What follows belongs to an exercise in optimizing a design on an open flow for small area and a short achievable clock period; a production flow would make more cautious choices.
Function was checked by simulation only, so behaviour that the tests miss may differ from the original.
No activity file was given, so power comes from the tool's default toggle rates.

Design fifo, start of the top module:
module fifo (
    clk      ,  
    rst      ,  
    data_in  ,  
    rd_en    ,  
    wr_en    ,  
    data_out ,  
    empty    ,  
    full        
);
input clk;
input rst;
input rd_en;
input wr_en;
input [7:0] data_in;
output full;
output empty;
output [7:0] data_out;
reg [7:0]  data_out;
reg        full;
reg        empty;
reg [7:0]  wr_ptr;     
reg [7:0]  arr_ptr;    
reg [15:0] arr_hi_n;   
reg [15:0] arr_lo;     
reg [7:0]  rd_ptr;
reg [15:0] rd_hi_n;    
reg [15:0] rd_lo_n;    
reg [15:0] rd_hi_n1, rd_hi_n2, rd_hi_n3;
reg [15:0] rd_lo_n1, rd_lo_n2, rd_lo_n3;
reg        phase;
reg        pend_v;
reg [7:0]  pend_d;
reg [7:0] q [0:255];
wire wr_acc = wr_en & ~full;
wire rd_acc = rd_en & ~empty;
wire [7:0] wr_ptr_p1  = wr_ptr + 8'd1;
wire [7:0] rd_ptr_p1  = rd_ptr + 8'd1;
wire [7:0] arr_ptr_p1 = arr_ptr + 8'd1;
wire almost_full  = (wr_ptr_p1 == rd_ptr);    
wire almost_empty = (rd_ptr_p1 == wr_ptr);    
wire rd_pend      = pend_v & (arr_ptr == rd_ptr);
wire sel_cur  = pend_v | ~full;
wire sel_next = pend_v & ~full;
wire [7:0] col_data = pend_d ^ {8{phase}};
wire [7:0] col_even = (pend_v & ~arr_ptr[0]) ? col_data : 8'hff;
wire [7:0] col_odd  = (pend_v &  arr_ptr[0]) ? col_data : 8'hff;
wire [15:0] z_cur  = arr_lo & {16{sel_cur}};
wire [15:0] z_next = {arr_lo[14:0], 1'b0} & {16{sel_next}};
wire        zw_n   = ~(arr_lo[15] & sel_next);
  ...
Settings: LEC_CHECK=0, CAP_MARGIN=20, CORE_MARGIN=2, CORE_UTILIZATION=50, CTS_CLUSTER_DIAMETER=80, CTS_CLUSTER_SIZE=25, PLACE_DENSITY=0.6, SETUP_SLACK_MARGIN=2.6, SLEW_MARGIN=20, SYNTH_HIERARCHICAL=1, SYNTH_MINIMUM_KEEP_SIZE=0; clock period 5.0 ns.
standard.sh (not shown) runs the stock make flow with config.mk's settings and CLKGATE_MAP_FILE= SYNTH_SCRIPT=/design/flow/synth_recipe.tcl, a recipe that flattens the netlist after the stock synthesis.
==> flow/flow/run.sh <==
#!/bin/bash
# Standard flow, with one step added after synthesis:
# - the single-gate cells that synthesis mapped to drive strength 2 are set
#   back to drive strength 1 (timing repair later upsizes the ones that need it);
# - the last two levels of the read tree, which drive long wires, are given
#   stronger cells (upsize_tree.tcl).
set -euo pipefail
R=orfs/results/sky130hd/fifo/base
bash standard.sh synth > log_synth.txt 2>&1
cat > downsize.tcl <<TCL
read_db $R/1_synth.odb
set db [ord::get_db]
set block [ord::get_db_block]
set n 0
foreach pair {{a21oi_2 a21oi_1} {a22oi_2 a22oi_1}} {
  set from sky130_fd_sc_hd__[lindex \$pair 0]
  set to [\$db findMaster sky130_fd_sc_hd__[lindex \$pair 1]]
  foreach inst [\$block getInsts] {
    if {[[\$inst getMaster] getName] eq \$from} {
      \$inst swapMaster \$to
      incr n
    }
  }
}
puts "downsized \$n instances"
write_db $R/1_synth.odb
TCL
openroad -no_init -exit downsize.tcl > log_downsize.txt 2>&1
ODB_IN=$R/1_synth.odb L5=nor2_4 L4=nand4_2 openroad -no_init -exit flow/upsize_tree.tcl > log_upsize.txt 2>&1
touch $R/1_synth.sdc
# input and output ports get a buf_4 rather than the smallest buffer
export BUFFER_PORTS_ARGS="-buffer_cell sky130_fd_sc_hd__buf_4"
bash standard.sh finish > log_finish.txt 2>&1
Other scripts of this flow, unchanged in this note and not shown: flow/flow/upsize_tree.tcl
Rerun with:
- SETUP_SLACK_MARGIN: 2.6 -> 3.0
Cell area increases by a few percent. Routed wire length came out higher by about a fifth. Global-route usage went up by 5.0 points. Clock skew barely changes. Hold slack hardly moves. Count of clock-buffer cells in the layout drops by 3. Setup slack improves by 0.11 ns. Power came out higher slightly. Synthesized cell count is unchanged. Die area does not change. Cell count climbs slightly.
Rerun with:
- CORE_UTILIZATION: 50 -> 62
- PLACE_DENSITY: 0.6 -> 0.72
- SETUP_SLACK_MARGIN: 3.0 -> 2.7
After rerunning:
- power went down by 4.0%
- final cell count is lower by 6.2%
- cell area goes down by 7.2%
- sequential share of layout area went up by 4.0 points
- synthesized area stays the same

[static timing again, ports no longer ideal]
In the flow no input, the clock included, has a driving cell. The finished layouts below were timed again as built, in two steps. Step 1 (the two cells are an assumption about what drives the block):
set clk [get_ports {clk}]
set_driving_cell -lib_cell sky130_fd_sc_hd__clkbuf_16 $clk
set_driving_cell -lib_cell sky130_fd_sc_hd__buf_2 [delete_from_list [all_inputs] $clk]
Step 2 adds t to the input delays and takes it off the output delays; t is the mean of the earliest and latest rising clock arrival at the registers after step 1. Input paths then give back, and output paths get back, about the clock's delay inside the block. Slacks: ideal / step 1 / step 2; pairs: ideal / step 1.
run	t, ns	setup WS [ns]	hold slack, ns	worst setup path after step 2	worst data-port slew with drivers (ns)
the first run	0.849	2.475 / 2.475 / 1.858	0.401 / 0.338 / 0.409	input to register	0.14
the second run	0.843	2.589 / 2.505 / 2.100	0.401 / 0.340 / 0.410	input to register	0.10
the third run	0.818	2.548 / 2.534 / 2.105	0.411 / 0.374 / 0.411	input to register	0.10
After both steps every run listed still meets setup and hold. The setup slack of the first run, which loses most, moves by 0.000 ns with the drivers and by -0.617 ns with both steps.
